From an optimization exercise on the open Yosys and OpenROAD flow, aimed at small area; shortcuts taken in it are not production practice. Function was checked by simulation only, so behaviour that the tests miss may differ from the original. No driver is modelled on the clock port, so clock power and skew are understated where the tree is cut down; a real chip needs a root buffer or a tree. No activity file was given, so power comes from the tool's default toggle rates.

==> flow/design.v (excerpt) <==
module axi4_adapter #(
  parameter integer                     AXI_ID_WIDTH = 1,
  parameter integer                     AXI_ADDR_WIDTH = 12,
  parameter integer                     AXI_DATA_WIDTH = 32,
  parameter bit                         ALIGN_ADDR = 1'b1,
  parameter bit                         EN_SEC_MODE = 1'b1,
  parameter bit                         NO_SEC_FAIL = 0,
  parameter bit                         DECOUPLE_W = 1,
  parameter integer                     AXI_BYTE_COUNT  = AXI_DATA_WIDTH / 8
)(
  input  logic                          aclk,
  input  logic                          aresetn,
  input  logic [AXI_ID_WIDTH-1:0]       awid,
  input  logic [AXI_ADDR_WIDTH-1:0]     awaddr,
  input  logic [7:0]                    awlen,
  input  logic [2:0]                    awsize,
  input  logic [1:0]                    awburst,
  /*verilator lint_off UNUSED*/
  input  logic                          awlock,
  input  logic [3:0]                    awcache,
  /*verilator lint_on UNUSED*/
  input  logic [2:0]                    awprot,
  /*verilator lint_off UNUSED*/
  input  logic [3:0]                    awqos,
  input  logic [3:0]                    awregion,
  /*verilator lint_on UNUSED*/
  input  logic                          awvalid,
  output logic                          awready,
  input  logic [AXI_DATA_WIDTH-1:0]     wdata,
  input  logic [AXI_BYTE_COUNT-1:0]     wstrb,
  input  logic                          wlast,
  input  logic                          wvalid,
  output logic                          wready,
  output logic [AXI_ID_WIDTH-1:0]       bid,
  output logic [1:0]                    bresp,
  output logic                          bvalid,
  input  logic                          bready,
  input  logic [AXI_ID_WIDTH-1:0]       arid,
  input  logic [AXI_ADDR_WIDTH-1:0]     araddr,
  input  logic [7:0]                    arlen,
  input  logic [2:0]                    arsize,
  input  logic [1:0]                    arburst,
  /*verilator lint_off UNUSED*/
  input  logic                          arlock,
  input  logic [3:0]                    arcache,
  /*verilator lint_on UNUSED*/
  input  logic [2:0]                    arprot,
  /*verilator lint_off UNUSED*/
  input  logic [3:0]                    arqos,
  input  logic [3:0]                    arregion,
  /*verilator lint_on UNUSED*/
  input  logic                          arvalid,
  output logic                          arready,
  output logic [AXI_ID_WIDTH-1:0]       rid,
  output logic [AXI_DATA_WIDTH-1:0]     rdata,
  output logic [1:0]                    rresp,
  output logic                          rlast,
  output logic                          rvalid,
  input  logic                          rready,
  output logic [AXI_ADDR_WIDTH-1:0]     rif_waddr,
  input  logic                          rif_wvalid,
  output logic                          rif_wr_req,
  output logic [AXI_BYTE_COUNT-1:0]     rif_wstrb,
  output logic [AXI_DATA_WIDTH-1:0]     rif_wdata,
  output logic [AXI_ADDR_WIDTH-1:0]     rif_raddr,
  input  logic                          rif_rvalid,
  output logic                          rif_rd_req,
  input  logic [AXI_DATA_WIDTH-1:0]     rif_rdata
);
Size: about 480 cells after synthesis, roughly 110 flip-flops, ~270 I/O pins, about 4600 um^2 of cells after synthesis.
Settings: LEC_CHECK=0, CAP_MARGIN=20, CORE_MARGIN=2, CORE_UTILIZATION=55, GPL_TIMING_DRIVEN=0, SLEW_MARGIN=20; clock period 4.0 ns.
standard.sh (not shown) runs the stock make flow with config.mk's settings and CLKGATE_MAP_FILE= SYNTH_SCRIPT=/design/flow/synth_recipe.tcl, a recipe that flattens the netlist after the stock synthesis.
==> flow/flow/run.sh <==
#!/bin/bash
# The standard ORFS layout (standard.sh) with:
#  - an area-oriented ABC script for the combinational mapping (flow/my_synth.tcl),
#    and no extraction of half/full adder cells (ADDER_MAP_FILE empty), which
#    leaves the hand-written carry chains to ABC,
#  - 1x buffers on the ports,
#  - a clock tree made by hand: the clock port drives four clock buffers, each
#    driving one quarter of the flip-flops (flow/cts_manual.tcl).
# Each tool's output is logged in this folder.
set -euo pipefail
here=$(pwd)
orig=$(grep -o 'SYNTH_SCRIPT=[^ ]*' standard.sh | head -1 | cut -d= -f2-)
export ORIG_SYNTH_SCRIPT="$orig"
export MY_ABC_SCRIPT="$here/flow/abc_area.script"
sed "s#SYNTH_SCRIPT=[^ ]*#SYNTH_SCRIPT=$here/flow/my_synth.tcl#" standard.sh > my_standard.sh
export ADDER_MAP_FILE=
export BUFFER_PORTS_ARGS="-buffer_cell sky130_fd_sc_hd__buf_1"
export PRE_GLOBAL_PLACE_TCL="$here/flow/pre_gpl.tcl"
export PRE_CTS_TCL="$here/flow/cts_manual.tcl"
export MANUAL_CTS_BUF=sky130_fd_sc_hd__clkbuf_16
export MANUAL_CTS_N=4
bash my_standard.sh > standard.log 2>&1
==> flow/flow/abc_area.script <==
&get -n
&st
&deepsyn -T 60
&st
&dch -f
&nf -R 10 -p
&st
&dch -f
&nf -R 10 -p
&put
topo
==> flow/flow/pre_gpl.tcl <==
# Global placement runs without timing-driven mode (GPL_TIMING_DRIVEN 0), which
# would otherwise remove the synthesis buffers; remove them here instead.
remove_buffers
Other scripts of this flow, unchanged in this note and not shown: flow/flow/cts_manual.tcl, flow/flow/my_synth.tcl
Change:
--- a/flow/flow/run.sh
+++ b/flow/flow/run.sh
@@ -18 +17,0 @@
-export PRE_GLOBAL_PLACE_TCL="$here/flow/pre_gpl.tcl"
==> flow/flow/abc_area.script (replaced) <==
&get -n
&st
&deepsyn -T 60
&st
&dch -f
&nf -R 1000 -p
&st
&dch -f
&nf -R 1000 -p
&put
topo
Settings changed: CORE_UTILIZATION 55 to 40, GPL_TIMING_DRIVEN 0 to not set.
removed: flow/flow/pre_gpl.tcl
The changed run completed without violations.
Wire length decreases by 3.7%.
Total power increases by 1.5%.
Via count increases by 2.4%.
Global-route usage decreases by 6.5 points.
Register-to-register slack is about the same.
Synthesized cell count decreases by 1.5%.
Cell area increases by 4.2%.
Maximum frequency decreases by 2.3%.
Change:
--- a/flow/flow/run.sh
+++ b/flow/flow/run.sh
@@ -17,0 +18 @@
+export PRE_GLOBAL_PLACE_TCL="$here/flow/pre_gpl.tcl"
==> flow/flow/abc_area.script (replaced) <==
&get -n
&st
&deepsyn -T 60
&st
&dch -f
&nf -R 30 -p
&st
&dch -f
&nf -R 30 -p
&put
topo
==> flow/flow/pre_gpl.tcl (new file) <==
# Global placement runs without timing-driven mode (GPL_TIMING_DRIVEN 0), which
# would otherwise remove the synthesis buffers; remove them here instead.
remove_buffers
Settings changed: GPL_TIMING_DRIVEN set to 0.
Design area shrinks by about 3%.
Global-route usage shrinks by 0.63 points.
Setup slack loses 150 ps.
Change:
==> flow/flow/abc_area.script (replaced) <==
&get -n
&st
&deepsyn -T 60
&st
&dch -f
&nf -R 1000 -p
&st
&dch -f
&nf -R 1000 -p
&put
topo
Result:
- The new run completed without violations
- clock skew barely changes
- synthesized cell count is lower by 0.63%
- setup slack gets better by 89 ps
- design area goes up by 0.37%
- maximum frequency came out higher by 2.4%
- sequential cell count does not change
Change:
==> flow/flow/abc_area.script (replaced) <==
&get -n
&st
&deepsyn -T 60
&st
&dch -f
&nf -R 10 -p
&st
&dch -f
&nf -R 10 -p
&put
topo
Effect: Synthesized cell count grows by 1.5%. Global-route usage grows by 0.27 points. Power hardly moves. Critical path depth shrinks by 7. Cell area shrinks by 0.69%.
Change:
==> flow/flow/abc_area.script (replaced) <==
&get -n
&st
&deepsyn -T 60
&st
&dch -f
&nf -R 60 -p
&st
&dch -f
&nf -R 60 -p
&put
topo
Final area went up by 1.2%.
Flip-flop and latch count is unchanged.
Critical path depth is higher by 6.
No run of this note takes its clock network from TritonCTS; it comes from the design's own scripts or RTL.

-- what the ideal ports hide --
How much do the figures lean on ideal ports? The routed layouts below were timed once more, with nothing changed but the port constraints. Step 1, drivers: a clkbuf_16 drives aclk and a buf_2 each remaining input, both assumed. Step 2 also shifts input and output timing later by t, the mid clock arrival at the registers, as if the neighbouring blocks saw the same clock. Three values: ideal ports, drivers, drivers and shift; two values: the first two.
run	t, ns	setup WS [ns]	hold WS [ns]	clock arrival spread, ns
the first run	0.239	0.423 / 0.471 / 0.231	0.448 / 0.448 / 0.448	0.013 / 0.013
the second run	0.240	0.339 / 0.399 / 0.159	0.433 / 0.433 / 0.433	0.013 / 0.013
the third run	0.240	0.193 / 0.236 / 0.005	0.430 / 0.430 / 0.430	0.010 / 0.010
the fourth run	0.242	0.282 / 0.344 / 0.102	0.437 / 0.437 / 0.437	0.010 / 0.010
the fifth run	0.244	0.388 / 0.388 / 0.254	0.435 / 0.435 / 0.435	0.014 / 0.014
the sixth run	0.241	0.292 / 0.342 / 0.101	0.430 / 0.430 / 0.430	0.012 / 0.012
After both steps setup and hold are still met in every run listed. For the first run, which loses most, drivers alone change the setup slack by +0.048 ns; drivers and shift together by -0.192 ns.
